From an optimization exercise on the open Yosys and OpenROAD flow, aimed at small area; shortcuts taken in it are not production practice. Function was checked by simulation only, so behaviour that the tests miss may differ from the original.

==> flow/design.v, too long to show whole: its modules and the start of the top module <==
// module fft1_fa: 4 lines
// module fft1_x2: 3 lines
// module fft1_xn2: 3 lines
// module fft1_an2: 3 lines
// module fft1_nd2: 3 lines
// module fft1_or2: 3 lines
// module fft1_nr2: 3 lines
// module fft1_or4: 3 lines
// module fft1_or3: 3 lines
// module fft1_nd4: 3 lines
// module fft1_nd3: 3 lines
// module fft1_nd2b: 3 lines
// module fft1_mj: 3 lines
// module fft_1: 3959 lines
module fft_1(reset, x_re0, x_re1, x_im0, x_im1, y_re0, y_re1, y_im0, y_im1, x_re2, x_re3, x_re4, x_re5, x_re6, x_re7, x_im2, x_im3, x_im4, x_im5, x_im6, x_im7, y_re2, y_re3, y_re4, y_re5, y_re6, y_re7,  y_im2, y_im3, y_im4, y_im5, y_im6, y_im7, clk);
  // ...
==> flow/flow/run.sh <==
#!/bin/bash
# Standard ORFS layout with two changes:
#  - the port buffers are the smallest buffer (buffer_ports otherwise picks
#    clkdlybuf4s50_1, a delay cell);
#  - clock tree synthesis adds no dummy loads at the clock tree leaves.
set -euo pipefail
export BUFFER_PORTS_ARGS="-buffer_cell sky130_fd_sc_hd__buf_1"
export CTS_ARGS="-sink_clustering_enable -repair_clock_nets -sink_clustering_size 10 -sink_clustering_max_diameter 50 -buf_list sky130_fd_sc_hd__clkbuf_4 -dont_use_dummy_load"
bash standard.sh > standard.log 2>&1
==> flow/standard.sh <==
#!/bin/bash
# synth_recipe.tcl (not shown) runs the flow's synth.tcl, then flattens the netlist and writes it again
# the make line also repeats each setting of config.mk as NAME=value (left out here)
make -C /OpenROAD-flow-scripts/flow DESIGN_CONFIG=/design/flow/config.mk WORK_HOME=/design/flow/orfs CLKGATE_MAP_FILE= SYNTH_SCRIPT=/design/flow/synth_recipe.tcl "${@:-finish}"
==> flow/config.mk <==
export PLATFORM = sky130hd
export DESIGN_NAME = fft_1
export DESIGN_NICKNAME = fft_1
export VERILOG_FILES = /design/flow/design.v
export SDC_FILE = /design/flow/constraint.sdc
export NUM_CORES = 4
export LEC_CHECK = 0
export CAP_MARGIN = 0
export CORE_MARGIN = 2
export CORE_UTILIZATION = 60
export CTS_BUF_LIST = sky130_fd_sc_hd__clkbuf_4
export CTS_CLUSTER_DIAMETER = 50
export CTS_CLUSTER_SIZE = 10
export PLACE_DENSITY = 0.7
export SLEW_MARGIN = 0
export SYNTH_HIERARCHICAL = 1
==> flow/constraint.sdc <==
create_clock -name core_clock -period 25.0 [get_ports {clk}]
set_input_delay 5.0000 -clock core_clock [delete_from_list [all_inputs] [get_ports {clk}]]
set_output_delay 5.0000 -clock core_clock [all_outputs]
set_load 0.01 [all_outputs]
==> reports/qor.csv, run 1 <==
stage,metric,value,unit
setup_path,nature of the critical path startpoint,flip-flop,
synth,ys flop type,sky130_fd_sc_hd__edfxtp_1,
placement,count of buffers inserted at the top-level ports,513,
synth,portion of netlist area occupied by mux cells,0,
synth,Unique masters post-synth,14,
synth,synthesis-stage register bit count,250,
timing,Final setup viols,0,
die,number of well-tap cells placed,748,
final_layout,number of diodes added for antenna fixing,1,
timing,final slew viol count,0,
global_routing,met3 capacity usage during global routing,0.1024,
drt,detailed-route wire length on metal 1,33460,µm
clock_tree,clock transition at the registers of the reported paths,120,ps
final_layout,layout buffer count excluding clock buffers,524,
timing,final worst path period share,0.7902,
final_layout,top register by number of flip-flops,held,
final_layout,post-route cell area,36730,µm²
drt,vias per cell,5.448,
placement,RD Place Congestion,1.037,
drt,First DRT Iteration DRCs,1241,
timing,Final Hold Violating Endpoints,0,
drt,post-detailed-routing wire length,92790,µm
timing,Post-Route Hold Slack,4713,ps
run_status,result of the run,finished clean,
setup_path,biggest cell delay along the critical path,760,ps
==> inputs of run 2 (changes only) <==
--- a/flow/config.mk
+++ b/flow/config.mk
@@ -12,5 +12,5 @@
 export CTS_CLUSTER_DIAMETER = 50
 export CTS_CLUSTER_SIZE = 10
-export PLACE_DENSITY = 0.7
+export PLACE_DENSITY = 0.8
 export SLEW_MARGIN = 0
 export SYNTH_HIERARCHICAL = 1
==> run 2 against run 1 <==
  * Still clean
  * Fmax decreased by 0.51%
  * Synthesized cell count stayed put
  * Worst hold slack lost 68 ps
  * Area after synthesis unchanged
  * Utilization about the same
==> reports/qor.csv, run 2 <==
stage,metric,value,unit,change
drt,post-detailed-routing wire length,92340,µm,-0.48%
synth,fraction of post-synthesis cell area in the top cell type by area,0.6514,,
final_layout,fill cell instance count of the final layout,4048,,
setup_path,most common cell type on the critical path,sky130_fd_sc_hd__fa_1,,
synth,synthesis-stage register bit count,250,,unchanged
timing,Final setup viols,0,,unchanged
drt,total number of vias,18620,,
clock_tree,H-tree level count,2,,
setup_path,Max Fanout on Critical Path,7,,
die,Initial Util,0.6068,,
setup_path,biggest cell delay along the critical path,810,ps,+50 ps
timing,setup slack of the critical path after layout,5143,ps,
drt,mean routed wirelength per cell,26.98,µm,
final_layout,top register by number of flip-flops,held,,
synth,Unique masters post-synth,14,,unchanged
synth,sequential area share after synthesis,0.2241,,
synth,cell area after synthesis,33500,µm²,
global_routing,antenna violations before repair,5,,
synth,net count after synthesis,3462,,
synth,cell type contributing the most total cell area after synthesis,sky130_fd_sc_hd__fa_1,,
drt,post-route ant nets,0,,
timing,highest achievable clock rate,0.05036,GHz,
synth,yosys warns,7,,
final_layout,total area of sequential cells,7507,µm²,
clock_tree,clock tree from TritonCTS,done,,
synth,most frequent cell after synthesis,sky130_fd_sc_hd__fa_1,,
final_layout,Largest register FFs,250,,
final_layout,layout cell share with drive strength beyond 1,0.02208,,
final_layout,most frequent cells in the layout,"1090 x sky130_fd_sc_hd__fa_1, 512 x sky130_fd_sc_hd__buf_1, 454 x sky130_fd_sc_hd__inv_1",,
final_layout,most frequent standard cell in the layout excluding fill and tap cells,sky130_fd_sc_hd__fa_1,,
die,die area,57730,µm²,
global_routing,overall fraction of global-route tracks in use,0.3433,,
global_routing,global-route congestion overflow total,0,,
drt,first drt pass iteration count,5,,
synth,"top cells by count, synth","1090 x sky130_fd_sc_hd__fa_1, 454 x sky130_fd_sc_hd__inv_1, 250 x sky130_fd_sc_hd__edfxtp_1",,
global_routing,number of global-route vias before repair,21780,,
clock_tree,number of buffers created by CTS,38,,
drt,vias per cell,5.439,,-0.16%
setup_path,Crit. End Element,primary output,,
timing,Post-Route Hold Slack,4646,ps,-67.83 ps
clock_tree,clock transition at the registers of the reported paths,110,ps,about the same
synth,number of enable flip-flop cells after synthesis,250,,
placement,detailed placement HPWL,86380,µm,
setup_path,slowest stage cell on the critical path,sky130_fd_sc_hd__xor2_1,,
setup_path,nature of the critical path startpoint,flip-flop,,
clock_tree,clock root buffer master,sky130_fd_sc_hd__clkbuf_4,,
final_layout,registers with the most flip-flops,held x250,,
setup_path,worst path required time,20000,ps,
die,Top-Level Pins,514,,
timing,transition at the pin with the smallest max-transition slack,1130,ps,
min_path,instance count along the most critical hold path,2,,
final_layout,layout-stage area growth over the synthesis result,9.585,%,
timing,Total Neg Setup Slack,0,ps,
drt,First DRT Iteration DRCs,1275,,+2.7%
drt,Remaining DRCs,0,,
timing,Max-slew headroom,0.2469,,
placement,count of buffers inserted at the top-level ports,513,,unchanged
clock_tree,number of clock sinks seen by CTS,250,,
final_layout,NumNets Final,4022,,
min_path,min-delay worst type,in -> reg,,
synth,cells taking the most area after synthesis,"sky130_fd_sc_hd__fa_1 65%, sky130_fd_sc_hd__edfxtp_1 22%, sky130_fd_sc_hd__inv_1 5.1%",,
timing,shortest clock period the worst path allows after layout,19860,ps,
setup_path,type of the worst setup path,reg -> out,,
die,CORE AREA,55200,µm²,
synth,synthesized area per cell,15.85,µm²,
placement,post-placement setup slack,5893,ps,
global_routing,largest net degree at the start of global routing,86,,
global_routing,wire length of the first global-routing pass,134600,µm,
final_layout,multi-input logic area,24290,µm²,
timing,Final Hold Violating Endpoints,0,,unchanged
clock_tree,number of buffers on the longest clock path,3,,
clock_tree,count of instances resized after the clock tree is built,0,,
run_status,result of the run,finished clean,,
synth,synthesized instance count,2114,,
die,Placement Rows,86,,
placement,RD Place Congestion,1.062,,+2.3%
min_path,hold path start,x_im2[0],,
clock_tree,setup fix buffers added after clock tree synthesis,0,,
min_path,Min-Delay Endpoint,held[48]$_DFFE_PP_,,
die,Die Span Y,240.3,µm,
run,Max Cap Viol,0,,
timing,final worst path period share,0.7943,,+0.004066
synth,share of flip-flops with an asynchronous set or reset,0,,
timing,final slew viol count,0,,unchanged
die,width of the chip,240.3,µm,
timing,setup repair after global routing missed its margin,false,,
clock_tree,CTS Hold Buffers Added,0,,
setup_path,signal arrival time at the worst endpoint,14860,ps,
synth,ys flop type,sky130_fd_sc_hd__edfxtp_1,,
run 2: changes by cell type in the layout (fill, tap and decap cells not counted), sizes merged:
cell	delta
buf	-4
diode	+2
clkbuf	+1
run 2: per-module statistics from Yosys, one instance, submodules excluded:
module     times used  cells inside  cell area, µm²  flip-flops and latches
fft1_or3            2             1           6.256                       0
fft1_or4            2             1           7.507                       0
fft1_nd2b          22             1           6.256                       0
fft1_nr2           44             1           3.754                       0
fft1_mj            13             1           11.26                       0
fft_1               1           704            9211                     250
fft1_nd4            6             1           6.256                       0
fft1_x2           140             1           8.758                       0
fft1_xn2           68             1           8.758                       0
fft1_nd2            6             1           3.754                       0
fft1_or2            9             1           6.256                       0
fft1_fa          1090             1           20.02                       0
fft1_an2            8             1           6.256                       0
run 2: per-stage QoR:
stage / instances / util / cell area (µm²)
3_3_place_gp: 3382 / 0.6597 / 36410
5_1_grt: 3423 / 0.6650 / 36710
3_5_place_dp: 3382 / 0.6597 / 36410
6_report: 3423 / 0.6650 / 36710
2_1_floorplan: 2114 / - / 33500
4_1_cts: 3420 / 0.6649 / 36700
run 2: worst max path at each step:
stage | startpoint | to
5_1_grt | held[0]$_DFFE_PP_ | y_re6[15]
4_1_cts | held[0]$_DFFE_PP_ | y_re6[15]
3_3_place_gp | held[80]$_DFFE_PP_ | y_im7[15]
3_5_place_dp | held[0]$_DFFE_PP_ | y_re6[15]
6_report | held[0]$_DFFE_PP_ | y_re6[15]
2_1_floorplan | held[0]$_DFFE_PP_ | y_re6[15]
run 2: cell type report:
class / instances / share of cell area
multi-input combinational: 1410 / 0.6616
sequential: 250 / 0.2045
timing repair buffer: 520 / 0.05399
inverter: 454 / 0.04642
tap: 748 / 0.02550
clock buffer: 38 / 0.007772
antenna: 3 / 0.0002045
run 2: layer usage:
metal  global-route usage  up-vias  share of wire
met1               0.4272    10160           0.34
met3               0.1023      208           0.10
met2               0.5624      915           0.50
met5                    0        -        0.00011
li1                     -     7334              -
met4               0.1557        2          0.053
run 2: kinds of logic (layout without fill, tap and decap cells):
kind of cell	count (synthesis)	after routing	share of synthesized area
flip-flops	250	250	0.2241
buffers and inverters	454	1012	0.05087
other	0	3	0
adder cells (fa/ha/maj)	1103	1103	0.6558
XOR/XNOR	208	208	0.05439
AND/OR/NAND/NOR	99	99	0.01483
run 2: critical path: cells and delay by family, from the launching register on:
kind | cells | cell delay [ps]
adders and majority gates | 30 | 12320
xor gates and xnor gates | 2 | 960
DFF | 1 | 460
and+or+nand+nor | 1 | 200
buffers and inverters | 1 | 180

-- afterwards: timing with drivers on the ports --
How much do the figures lean on ideal ports? The routed layouts below were timed once more, with nothing changed but the port constraints. Step 1: set_driving_cell puts a clkbuf_16 on clk and a buf_2 on each other input, an assumption about the parent block. Step 2 also shifts input and output timing later by t, the mid clock arrival at the registers, as if the neighbouring blocks saw the same clock. a / b / c = ideal / step 1 / step 2; a / b = the first two.
| run | shift t [ns] | slack for setup (ns) | worst setup path at the end | worst register clock-pin slew, ns | cell pins on the clock port's net |
|---|---|---|---|---|---|
| run 1 | 0.696 | 5.244 / 5.192 / 5.887 | register to output | 0.12 / 0.12 | 1 |
| run 2 | 0.756 | 5.143 / 5.089 / 5.845 | register to output | 0.11 / 0.11 | 1 |
After both steps setup and hold are still met in every run listed.
